Background: an optimization exercise with open tools, aiming at small area. Do not read the settings as production practice. In this exercise RTL edits were held to simulation tests only and were not proved equivalent to the original. The flow treats the clock pin as an ideal source, which a real chip does not have. Power is estimated from default activity; no workload was simulated.

==> inputs of harbor <==
Design N64_Driver, start of the top module:
module N64_Driver(
input PCLK,
input PRESERN,
input PSEL,
input PENABLE,
output wire PREADY,
output wire PSLVERR,
input PWRITE,
input [31:0] PADDR,
input wire [31:0] PWDATA,
output reg [31:0] PRDATA,
input wire N64_data,
output wire N64_drive_low,
output reg FABINT
);
==> module N64_Driver, before the edit <==
module N64_Driver(
input PCLK,
input PRESERN,
input PSEL,
input PENABLE,
output wire PREADY,
output wire PSLVERR,
input PWRITE,
input [31:0] PADDR,
input wire [31:0] PWDATA,
output reg [31:0] PRDATA,
input wire N64_data,
output wire N64_drive_low,
output reg FABINT
);
assign PREADY = 1'b1;
assign PSLVERR = 1'b0;
wire we    = PSEL & PENABLE & PWRITE;
wire wr0   = we & ~PADDR[3] & ~PADDR[2];
wire wr1   = we & ~PADDR[3] &  PADDR[2];
reg        en;
reg  [8:0] cmd;
reg        sending, receiving;
reg  [8:0] scnt;       
reg  [5:0] bcnt;       
reg        nreg;
reg  [1:0] lows;       
reg        rcr;
reg  [7:0] rcnt;       
reg [31:0] sr;
wire start = we & ~sending;
wire fe    = (lows == 2'd2);
wire s301  = (scnt == 9'd301);
wire endsend = sending & s301 & bcnt[3];
wire rdone = receiving & bcnt[5];
wire ev200 = receiving & (rcnt == 8'd200);
wire ev201 = receiving & (rcnt == 8'd201);
wire rsat  = (rcnt == 8'd202);
reg [23:0] lf;
reg        itr;
wire       lterm = (lf == 24'hc9adf3);
wire       lfb   = ~(lf[23] ^ lf[22] ^ lf[21] ^ lf[16]);
wire l_go = PRESERN & ~itr & en & ~lterm;
wire l_hd = PRESERN & ~itr & ~(en & ~lterm);
always @(posedge PCLK) lf <= ({24{l_go}} & {lf[22:0], lfb}) | ({24{l_hd}} & lf);
always @(posedge PCLK) begin
	if (~PRESERN) begin
		itr <= 1'b0;
		FABINT <= 1'b0;
	end else if (itr)
		itr <= 1'b0;
	else if (en) begin
		itr <= lterm;
		FABINT <= lterm;
	end
end
wire c_ld = PRESERN & wr0;
wire c_hd = PRESERN & ~wr0;
wire e_ld = PRESERN & wr1;
wire e_hd = PRESERN & ~wr1;
always @(posedge PCLK) begin
	cmd <= ({9{c_ld}} & PWDATA[8:0]) | ({9{c_hd}} & cmd);
	en <= (e_ld & PWDATA[0]) | (e_hd & en);
end
always @(posedge PCLK) begin
	if (~sending | (scnt == 9'd401))
		scnt <= 9'd0;
	else
		scnt <= scnt + 9'd1;
end
always @(posedge PCLK) begin
	if (~PRESERN)
		lows <= 2'd0;
	else if (N64_data)
		lows <= 2'd0;
	else if (lows != 2'd3)
		lows <= lows + 2'd1;
end
always @(posedge PCLK) rcr <= fe & ~sending;
always @(posedge PCLK) begin
	if (~PRESERN | rcr)
		rcnt <= 8'd0;
	else if (receiving & ~rsat)
		rcnt <= rcnt + 8'd1;
end
wire [8:0] cmdr = {cmd[0], cmd[1], cmd[2], cmd[3], cmd[4], cmd[5], cmd[6], cmd[7], cmd[8]};
always @(posedge PCLK) begin
	if (~PRESERN) begin
		sending <= 1'b0;
		receiving <= 1'b0;
		bcnt <= 6'd0;
		nreg <= 1'b0;
	end else begin
		if (start) begin
			sending <= 1'b1;
			receiving <= 1'b0;
		end else if (endsend) begin
			sending <= 1'b0;
			receiving <= 1'b1;
		end else if (fe & ~sending & ~receiving)
			receiving <= 1'b1;
		else if (rdone)
			receiving <= 1'b0;
		if (start | endsend | (rdone & ~ev201))
			bcnt <= 6'd0;
		else if ((sending & s301) | ev201)
			bcnt <= bcnt + 6'd1;
		if (sending & (scnt != 9'd0)) begin
			if (scnt <= 9'd100)
				nreg <= 1'b0;
			else if (scnt <= 9'd300)
				nreg <= cmdr[bcnt[3:0]];
			else
				nreg <= 1'b1;
		end
	end
end
wire pload = start | rdone;
wire p_ld  = PRESERN & pload;
wire p_hd  = PRESERN & ~pload;
always @(posedge PCLK) PRDATA <= ({32{p_ld}} & sr) | ({32{p_hd}} & PRDATA);
wire s_sh  = PRESERN & ev200;
wire s_hd  = PRESERN & ~ev200;
wire s_h0  = PRESERN & ~ev200 & ~ev201;
wire s_in  = PRESERN & ev201;
always @(posedge PCLK) begin
	sr[31:1] <= ({31{s_sh}} & sr[30:0]) | ({31{s_hd}} & sr[31:1]);
	sr[0] <= (s_in & N64_data) | (s_h0 & sr[0]);
end
assign N64_drive_low = ~nreg;
endmodule
Settings: LEC_CHECK=0, CAP_MARGIN=20, CORE_MARGIN=2, CORE_UTILIZATION=40, SLEW_MARGIN=20; clock period 10.0 ns.
run.sh (not shown) runs the stock make flow with config.mk's settings and CLKGATE_MAP_FILE= SYNTH_SCRIPT=/design/flow/synth_recipe.tcl, a recipe that flattens the netlist after the stock synthesis.
==> quartz (differences from harbor) <==
==> flow/design.v (replaced) <==
module N64_Driver(
input PCLK,  
input PRESERN,  
input PSEL,  
input PENABLE,  
output wire PREADY,  
output wire PSLVERR,  
input PWRITE,  
input [31:0] PADDR,  
input wire [31:0] PWDATA,  
output reg [31:0] PRDATA,  
input wire N64_data,  
output wire N64_drive_low,  
output reg FABINT
);
assign PREADY = 1'b1;
assign PSLVERR = 1'b0;
reg [31:0] dataReg;
reg [8:0] commandReg;
reg N64_enable;
reg N64_reg;
reg [31:0] N64_reg_out;
reg [31:0] bits_recieved;
reg [31:0] bits_sent;
reg sending_data;
reg recieving_data;
reg recieve_counter_reset;
reg [31:0] recieve_counter;
wire WRITE_EN;
assign WRITE_EN = (PENABLE && PWRITE && PSEL);
reg [31:0] interupt_period;
reg [31:0] interupt_timer;
reg interupt_timer_reset;
always@(posedge PCLK) begin
if (~PRESERN)
	N64_enable <= 0;
else if (WRITE_EN && (PADDR[3:2] == 2'b01))
	N64_enable <= PWDATA[0];
end
reg FABINT_reg;
always@(posedge PCLK) begin
if (~PRESERN) begin
	FABINT <= 1'b0;
	interupt_timer_reset <= 1'b0;
	interupt_timer <= 1'b0;
	interupt_period <= 10000000;
end
else if (interupt_timer_reset) begin
	interupt_timer <= 0;
	interupt_timer_reset <= 0;
end
else if (N64_enable) begin
	if (interupt_timer == interupt_period) begin 
		interupt_timer_reset <= 1;
		FABINT <= 1'b1;
	end
	else begin
		FABINT <= 1'b0;
		interupt_timer <= interupt_timer + 1;
	end
end
end
always@(posedge PCLK) begin
if(~PRESERN)
	recieve_counter <= 0;
else if(recieve_counter_reset)
	recieve_counter <= 0;
else if (recieving_data)
	recieve_counter <= recieve_counter + 1;
end
reg send_counter_reset;
reg [31:0] send_counter;
always@(posedge PCLK) begin
if(~PRESERN)
	send_counter <= 0;
else if(send_counter_reset)
	send_counter <= 0;
else if (sending_data)
	send_counter <= send_counter + 1;
end
reg [2:0] syncer;
always@(posedge PCLK) begin
if(~PRESERN)
    syncer <= 3'b111;
else if(N64_data) begin
    syncer[0] <= 1'b1;
    syncer[1] <= 1'b1;
    syncer[2] <= 1'b1;
end
else begin
    syncer[0] <= 1'b0;
    syncer[1] <= syncer[0];
    syncer[2] <= syncer[1];
end
end
always@(posedge PCLK) begin
if (~PRESERN) begin
	recieving_data <= 0;
	bits_recieved <= 0;
end
else begin
	if (syncer[1] == 1'b0 && syncer[2] == 1'b1 && ~sending_data) begin
		recieve_counter_reset <= 1;
		if (~recieving_data) begin
			recieving_data <= 1;
			bits_recieved <= 0;
		end
	end
	else
		recieve_counter_reset <= 0;
	if (bits_recieved >= 32 && recieving_data) begin
		PRDATA <= N64_reg_out;
		recieving_data <= 0;
		bits_recieved <= 0;
	end
end
if (recieving_data) begin
	if (recieve_counter == 200)
		N64_reg_out <= (N64_reg_out << 1);
	else if (recieve_counter == 201) begin
		if (bits_recieved != 33)
			N64_reg_out[0] <= N64_data;
		bits_recieved <= bits_recieved + 1;
	end
end
if (~PRESERN)
	sending_data <= 0;
else begin
	if (WRITE_EN && PADDR[3:2] == 2'b00)
		commandReg <= PWDATA[8:0];
	if (WRITE_EN && ~sending_data) begin
		sending_data <= 1;
		recieving_data <= 0;
		bits_recieved <= 0;
		send_counter_reset <= 1;
		bits_sent <= 0;
		PRDATA <= N64_reg_out;
	end
	if (sending_data) begin
		if (send_counter < 100)
			N64_reg <= 0;
		else if (send_counter >= 100 && send_counter < 300) begin
			if (commandReg[8-bits_sent])
				N64_reg <= 1;
			else
				N64_reg <= 0;
		end
		else 
			N64_reg <= 1;
		if (send_counter == 300) begin
			if (bits_sent == 8) begin
				sending_data <= 0;
				recieving_data <= 1;
			end
			bits_sent <= bits_sent + 1;
		end
		if (send_counter == 400)
			send_counter_reset <= 1;
		else
			send_counter_reset <= 0;
	end
end
if (~PRESERN) begin
	commandReg <= 0;
	N64_reg <= 0;
	N64_reg_out <= 0;
	bits_recieved <= 0;
	bits_sent <= 0;
	sending_data <= 0;
	recieving_data <= 0;
	recieve_counter_reset <= 0;
	send_counter_reset <= 0;
	PRDATA <= 0;
end
end
assign N64_drive_low = ~N64_reg;
endmodule
==> summary of the runs <==
harbor went through all stages and came out clean. quartz went through all stages and came out clean.
Sequential share of layout area: quartz is lower than harbor (6.0 points).
Register-to-register slack: quartz is lower than harbor (0.26 ns).
Against harbor, the cell count of quartz is higher by about 140%.
Hold slack: quartz is lower than harbor (0.041 ns).
Against harbor, the clock-buffer cell count of quartz is higher by 22.
Wire length: harbor is lower than quartz (about 65%).
Of harbor and quartz, quartz has the higher synthesized cell count (gap about 60%, measured against quartz).
In quartz the cell area is larger than in harbor, by 120%.
Clock power: harbor is lower than quartz (46%).

========
==> trial 62: inputs <==
Another version of the RTL of N64_Driver (not shown whole).
## N64_Driver
module N64_Driver(
input PCLK,
input PRESERN,
input PSEL,
input PENABLE,
output wire PREADY,
output wire PSLVERR,
input PWRITE,
input [31:0] PADDR,
input wire [31:0] PWDATA,
output reg [31:0] PRDATA,
input wire N64_data,
output wire N64_drive_low,
output reg FABINT
);
==> module N64_Driver, before the edit <==
module N64_Driver(
input PCLK,
input PRESERN,
input PSEL,
input PENABLE,
output wire PREADY,
output wire PSLVERR,
input PWRITE,
input [31:0] PADDR,
input wire [31:0] PWDATA,
output reg [31:0] PRDATA,
input wire N64_data,
output wire N64_drive_low,
output reg FABINT
);
assign PREADY = 1'b1;
assign PSLVERR = 1'b0;
wire we    = PSEL & PENABLE & PWRITE;
wire wr0   = we & ~PADDR[3] & ~PADDR[2];
wire wr1   = we & ~PADDR[3] &  PADDR[2];
reg        en;
reg  [8:0] cmd;
reg        sending, receiving;
reg  [8:0] scnt;       
reg  [5:0] bcnt;       
reg        nreg;
reg  [1:0] lows;       
reg        rcr;
reg  [7:0] rcnt;       
reg [31:0] sr;
wire start = we & ~sending;
wire fe    = (lows == 2'd2);
wire s301  = (scnt == 9'd301);
wire endsend = sending & s301 & bcnt[3];
wire rdone = receiving & bcnt[5];
wire ev200 = receiving & (rcnt == 8'd200);
wire ev201 = receiving & (rcnt == 8'd201);
wire rsat  = (rcnt == 8'd202);
reg [23:0] lf;
wire       lterm = (lf == 24'hc9adf3);
wire       itr   = FABINT & lterm;
wire       lfb   = ~(lf[23] ^ lf[22] ^ lf[21] ^ lf[16]);
wire l_go = PRESERN & ~itr & en & ~lterm;
wire l_hd = PRESERN & ~itr & ~(en & ~lterm);
always @(posedge PCLK) lf <= ({24{l_go}} & {lf[22:0], lfb}) | ({24{l_hd}} & lf);
always @(posedge PCLK) begin
	if (~PRESERN)
		FABINT <= 1'b0;
	else if (en & ~itr)
		FABINT <= lterm;
end
wire c_ld = PRESERN & wr0;
wire c_hd = PRESERN & ~wr0;
wire e_ld = PRESERN & wr1;
wire e_hd = PRESERN & ~wr1;
always @(posedge PCLK) begin
	cmd <= ({9{c_ld}} & PWDATA[8:0]) | ({9{c_hd}} & cmd);
	en <= (e_ld & PWDATA[0]) | (e_hd & en);
end
always @(posedge PCLK) begin
	if (~sending | (scnt == 9'd401))
		scnt <= 9'd0;
	else
		scnt <= scnt + 9'd1;
end
always @(posedge PCLK) begin
	if (~PRESERN)
		lows <= 2'd0;
	else if (N64_data)
		lows <= 2'd0;
	else if (lows != 2'd3)
		lows <= lows + 2'd1;
end
always @(posedge PCLK) rcr <= fe & ~sending;
always @(posedge PCLK) begin
	if (~PRESERN | rcr)
		rcnt <= 8'd0;
	else if (receiving & ~rsat)
		rcnt <= rcnt + 8'd1;
end
wire [8:0] cmdr = {cmd[0], cmd[1], cmd[2], cmd[3], cmd[4], cmd[5], cmd[6], cmd[7], cmd[8]};
always @(posedge PCLK) begin
	if (~PRESERN) begin
		sending <= 1'b0;
		receiving <= 1'b0;
		bcnt <= 6'd0;
		nreg <= 1'b0;
	end else begin
		if (start) begin
			sending <= 1'b1;
			receiving <= 1'b0;
		end else if (endsend) begin
			sending <= 1'b0;
			receiving <= 1'b1;
		end else if (fe & ~sending & ~receiving)
			receiving <= 1'b1;
		else if (rdone)
			receiving <= 1'b0;
		if (start | endsend | (rdone & ~ev201))
			bcnt <= 6'd0;
		else if ((sending & s301) | ev201)
			bcnt <= bcnt + 6'd1;
		if (sending & (scnt != 9'd0)) begin
			if (scnt <= 9'd100)
				nreg <= 1'b0;
			else if (scnt <= 9'd300)
				nreg <= cmdr[bcnt[3:0]];
			else
				nreg <= 1'b1;
		end
	end
end
wire pload = start | rdone;
wire p_ld  = PRESERN & pload;
wire p_hd  = PRESERN & ~pload;
always @(posedge PCLK) PRDATA <= ({32{p_ld}} & sr) | ({32{p_hd}} & PRDATA);
wire s_sh  = PRESERN & ev200;
wire s_hd  = PRESERN & ~ev200;
wire s_h0  = PRESERN & ~ev200 & ~ev201;
wire s_in  = PRESERN & ev201;
always @(posedge PCLK) begin
	sr[31:1] <= ({31{s_sh}} & sr[30:0]) | ({31{s_hd}} & sr[31:1]);
	sr[0] <= (s_in & N64_data) | (s_h0 & sr[0]);
end
assign N64_drive_low = ~nreg;
endmodule
clock: 10.0 ns
lec_check: 0
cap_margin: 20
core_margin: 2
core_utilization: 40
slew_margin: 20
standard.sh (not shown) runs the stock make flow with config.mk's settings and CLKGATE_MAP_FILE= SYNTH_SCRIPT=/design/flow/synth_recipe.tcl, a recipe that flattens the netlist after the stock synthesis.
==> flow/flow/run.sh <==
#!/bin/bash
# Standard ORFS layout with three changes:
#  1. between synthesis and floorplan, flop next-state logic of the form
#     D = (L1 & a) | (L2 & Q) is re-mapped onto one a22o per flop with shared
#     select gates, and dead or half-used cells are trimmed (flow/surgery2.py);
#     registers are untouched;
#  2. every input and output port still gets its own buffer, but a buf_1;
#  3. CTS builds the tree from small clock buffers and inserts no dummy loads.
set -euo pipefail
HERE=$(pwd)
R=$HERE/orfs/results/${FLOW_PLATFORM}/N64_Driver/base
LIB=$FLOW_HOME/platforms/${FLOW_PLATFORM}/lib/sky130_fd_sc_hd__tt_025C_1v80.lib
CTSBUF="{sky130_fd_sc_hd__clkbuf_8}"
bash standard.sh synth > $HERE/log_synth.txt 2>&1
cp $R/1_2_yosys.v $HERE/netlist_std.v
python3 $HERE/flow/surgery2.py $LIB $HERE/netlist_std.v $HERE/netlist_rw.v > $HERE/log_surgery.txt 2>&1
cp $HERE/netlist_rw.v $R/1_2_yosys.v
rm -f $R/1_synth.odb
bash standard.sh synth > $HERE/log_synth_odb.txt 2>&1
bash standard.sh BUFFER_PORTS_ARGS="-buffer_cell sky130_fd_sc_hd__buf_1" \
  CTS_ARGS="-sink_clustering_enable -repair_clock_nets -dont_use_dummy_load -buf_list $CTSBUF" \
  finish > $HERE/log_layout.txt 2>&1
Other scripts of this flow, unchanged in this note and not shown: flow/flow/libparse.py, flow/flow/surgery2.py
==> inputs of trial 68, as changes to trial 62 <==
--- a/flow/design.v
+++ b/flow/design.v
@@ -21,32 +21,36 @@
 reg        en;
 reg  [8:0] cmd;
 reg        sending, receiving;
-reg  [8:0] scnt;       
+reg  [1:0] sph;        
+reg  [6:0] scnt;       
 reg  [5:0] bcnt;       
 reg        nreg;
-reg  [1:0] lows;       
+reg        lowa, lowb;  
 reg        rcr;
 reg  [7:0] rcnt;       
 reg [31:0] sr;
 wire start = we & ~sending;
-wire fe    = (lows == 2'd2);
-wire s301  = (scnt == 9'd301);
+wire fe    = lowa & lowb;    
+wire s99   = scnt[6] & scnt[5] & scnt[1] & scnt[0];
+wire s101  = scnt[6] & scnt[5] & scnt[2] & scnt[0];
+wire swrap = (sph == 2'd3) ? s101 : s99;
+wire s301  = (sph == 2'd3) & (scnt == 7'd0);
 wire endsend = sending & s301 & bcnt[3];
 wire rdone = receiving & bcnt[5];
-wire ev200 = receiving & (rcnt == 8'd200);
-wire ev201 = receiving & (rcnt == 8'd201);
-wire rsat  = (rcnt == 8'd202);
+wire ev200 = receiving & (rcnt[6:0] == 7'b1000001);
+wire ev201 = receiving & (rcnt[7:1] == 7'b1000001);
+wire rsat  = (rcnt[7:2] == 6'b000001) & ~rcnt[0];
 reg [23:0] lf;
 wire       lterm = (lf == 24'hc9adf3);
 wire       itr   = FABINT & lterm;
 wire       lfb   = ~(lf[23] ^ lf[22] ^ lf[21] ^ lf[16]);
-wire l_go = PRESERN & ~itr & en & ~lterm;
+wire l_go = PRESERN & en & ~lterm;
 wire l_hd = PRESERN & ~itr & ~(en & ~lterm);
 always @(posedge PCLK) lf <= ({24{l_go}} & {lf[22:0], lfb}) | ({24{l_hd}} & lf);
 always @(posedge PCLK) begin
 	if (~PRESERN)
 		FABINT <= 1'b0;
-	else if (en & ~itr)
+	else if (en)
 		FABINT <= lterm;
 end
 wire c_ld = PRESERN & wr0;
@@ -58,26 +62,23 @@
 	en <= (e_ld & PWDATA[0]) | (e_hd & en);
 end
 always @(posedge PCLK) begin
-	if (~sending | (scnt == 9'd401))
-		scnt <= 9'd0;
-	else
-		scnt <= scnt + 9'd1;
+	if (~sending) begin
+		sph <= 2'd3;
+		scnt <= 7'd101;
+	end else if (swrap) begin
+		sph <= sph + 2'd1;
+		scnt <= 7'd0;
+	end else
+		scnt <= scnt + 7'd1;
 end
 always @(posedge PCLK) begin
-	if (~PRESERN)
-		lows <= 2'd0;
-	else if (N64_data)
-		lows <= 2'd0;
-	else if (lows != 2'd3)
-		lows <= lows + 2'd1;
+	lowa <= PRESERN & ~N64_data & (lowa | lowb);
+	lowb <= PRESERN & ~N64_data & ~lowa;
 end
 always @(posedge PCLK) rcr <= fe & ~sending;
-always @(posedge PCLK) begin
-	if (~PRESERN | rcr)
-		rcnt <= 8'd0;
-	else if (receiving & ~rsat)
-		rcnt <= rcnt + 8'd1;
-end
+wire r_go = PRESERN & ~rcr & receiving & ~rsat;
+wire r_hd = PRESERN & ~rcr & ~(receiving & ~rsat);
+always @(posedge PCLK) rcnt <= ({8{r_go}} & {rcnt[6:0], ~(rcnt[7] ^ rcnt[2])}) | ({8{r_hd}} & rcnt);
 wire [8:0] cmdr = {cmd[0], cmd[1], cmd[2], cmd[3], cmd[4], cmd[5], cmd[6], cmd[7], cmd[8]};
 always @(posedge PCLK) begin
 	if (~PRESERN) begin
@@ -100,12 +101,12 @@
 			bcnt <= 6'd0;
 		else if ((sending & s301) | ev201)
 			bcnt <= bcnt + 6'd1;
-		if (sending & (scnt != 9'd0)) begin
-			if (scnt <= 9'd100)
+		if (sending) begin
+			if (sph == 2'd0)
 				nreg <= 1'b0;
-			else if (scnt <= 9'd300)
+			else if (sph != 2'd3)
 				nreg <= cmdr[bcnt[3:0]];
-			else
+			else if (~swrap)
 				nreg <= 1'b1;
 		end
 	end
==> flow/flow/run.sh (replaced) <==
#!/bin/bash
# Standard ORFS layout with four changes:
#  1. between synthesis and floorplan, flop next-state logic of the form
#     D = (L1 & a) | (L2 & Q) is re-mapped onto one a22o per flop with shared
#     select gates, and dead or half-used cells are trimmed (flow/surgery2.py);
#     registers are untouched;
#  2. every input and output port still gets its own buffer, but a buf_1;
#  3. CTS builds the tree from clkbuf_4 and inserts no dummy loads;
#  4. after CTS, clock buffers with a large fanout are upsized (flow/clkfix.tcl).
set -euo pipefail
HERE=$(pwd)
R=$HERE/orfs/results/${FLOW_PLATFORM}/N64_Driver/base
LIB=$FLOW_HOME/platforms/${FLOW_PLATFORM}/lib/sky130_fd_sc_hd__tt_025C_1v80.lib
ARGS=(BUFFER_PORTS_ARGS="-buffer_cell sky130_fd_sc_hd__buf_1"
      CTS_ARGS="-sink_clustering_enable -repair_clock_nets -dont_use_dummy_load -buf_list {sky130_fd_sc_hd__clkbuf_4}")
bash standard.sh synth > $HERE/log_synth.txt 2>&1
cp $R/1_2_yosys.v $HERE/netlist_std.v
python3 $HERE/flow/surgery2.py $LIB $HERE/netlist_std.v $HERE/netlist_rw.v > $HERE/log_surgery.txt 2>&1
cp $HERE/netlist_rw.v $R/1_2_yosys.v
rm -f $R/1_synth.odb
bash standard.sh synth > $HERE/log_synth_odb.txt 2>&1
bash standard.sh "${ARGS[@]}" cts > $HERE/log_to_cts.txt 2>&1
CTS_ODB=$R/4_cts.odb LIB_FILE=$LIB CLK_MAX_FANOUT=11 CLK_BIG_BUF=sky130_fd_sc_hd__clkbuf_8 \
  openroad -no_init -exit $HERE/flow/clkfix.tcl > $HERE/log_clkfix.txt 2>&1
bash standard.sh "${ARGS[@]}" finish > $HERE/log_layout.txt 2>&1
==> flow/flow/clkfix.tcl (new file) <==
set odb $::env(CTS_ODB)
read_liberty $::env(LIB_FILE)
read_db $odb
set block [ord::get_db_block]
set maxfo $::env(CLK_MAX_FANOUT)
set big $::env(CLK_BIG_BUF)
set n 0
foreach inst [$block getInsts] {
  set m [[$inst getMaster] getName]
  if {![string match "sky130_fd_sc_hd__clkbuf_*" $m]} { continue }
  foreach it [$inst getITerms] {
    if {[$it isOutputSignal]} {
      set net [$it getNet]
      if {$net == "NULL"} { continue }
      set fo [expr {[llength [$net getITerms]] - 1}]
      if {$fo >= $maxfo && $m != $big} {
        set bm [[ord::get_db] findMaster $big]
        $inst swapMaster $bm
        incr n
        puts "clkfix: [$inst getName] $m -> $big (fanout $fo)"
      }
    }
  }
}
puts "clkfix: $n buffers upsized"
detailed_placement
check_placement
write_db $odb
==> comparison <==
- Sequential power is about the same in trial 62 and trial 68.
- Of trial 68 and trial 62, trial 62 has the higher global-route usage (gap 0.50 points).
- Against trial 62, the non-clock buffer count of trial 68 is higher by 1.
- In trial 68 the total power is smaller than in trial 62, by 6.5%.
- Against trial 68, the first-iteration DRC count of trial 62 is lower by 33%.
- Between trial 68 and trial 62, the lower final cell count is in trial 68 (gap about 6.6%, measured against trial 62).
- In sequential cell count, trial 62 and trial 68 do not differ.
- Final area: trial 62 is larger than trial 68 (about 7%).
- In trial 62 the register-to-register slack is lower than in trial 68, by 0.31 ns.
==> figures <==
	trial 62	trial 68
Proportion of power drawn by flip-flops and latches	60.7%	65.2%
Combinational Power Share	2.7%	3.7%
Switch share	21.1%	22.4%
Status	no timing/DRC/antenna violations	no timing/DRC/antenna violations
Largest vdd supply drop	0.0553 mV	0.0847 mV
Worst r2r dst	lf[16]	lf[7]
Hold Path Cell Cnt	1	2
Final-stage net count	574	534
Time the worst path needs with I/O delays and setup	3.10 ns	3.53 ns
Data required time at the worst endpoint	10.30 ns	10.33 ns
PnR Total Power	847 uW	792 uW
Cell area reported after detailed placement	5090 um2	4830 um2
Worst hold slack	0.477 ns	0.445 ns
Setup slack at placement	6.39 ns	6.01 ns
Clock Power	310 uW	246 uW
Die area	12900 um2	12200 um2
Clock tree cell share of total cell area	4.40%	2.94%
Number of buffers and inverters on the critical path	2	3
Path length in cells of the critical path	6	5
Hold Path Origin	PRDATA[13]	lowb

-- static timing again, ports no longer ideal --
In the flow no input, the clock included, has a driving cell. The finished layouts below were timed again as built, in two steps.
Step 1, drivers: a clkbuf_16 drives PCLK and a buf_2 each remaining input, both assumed.
Step 2 also shifts input and output timing later by t, the mid clock arrival at the registers, as if the neighbouring blocks saw the same clock.
Three values: no drivers, after step 1, after step 2; two values: the first two.
run | shift t [ns] | setup slack, ns | hold slack, ns | worst data-port slew with drivers (ns)
harbor | 0.444 | 6.460 / 6.475 / 6.031 | 0.454 / 0.454 / 0.454 | 0.05
quartz | 0.581 | 6.302 / 6.311 / 5.729 | 0.413 / 0.413 / 0.413 | 0.09
trial 62 | 0.448 | 6.902 / 6.912 / 6.464 | 0.477 / 0.477 / 0.477 | 0.03
trial 68 | 0.423 | 6.474 / 6.483 / 6.060 | 0.445 / 0.445 / 0.445 | 0.04
After both steps setup and hold are still met in every run listed. The setup slack of quartz, which loses most, moves by +0.009 ns with the drivers and by -0.573 ns with both steps.
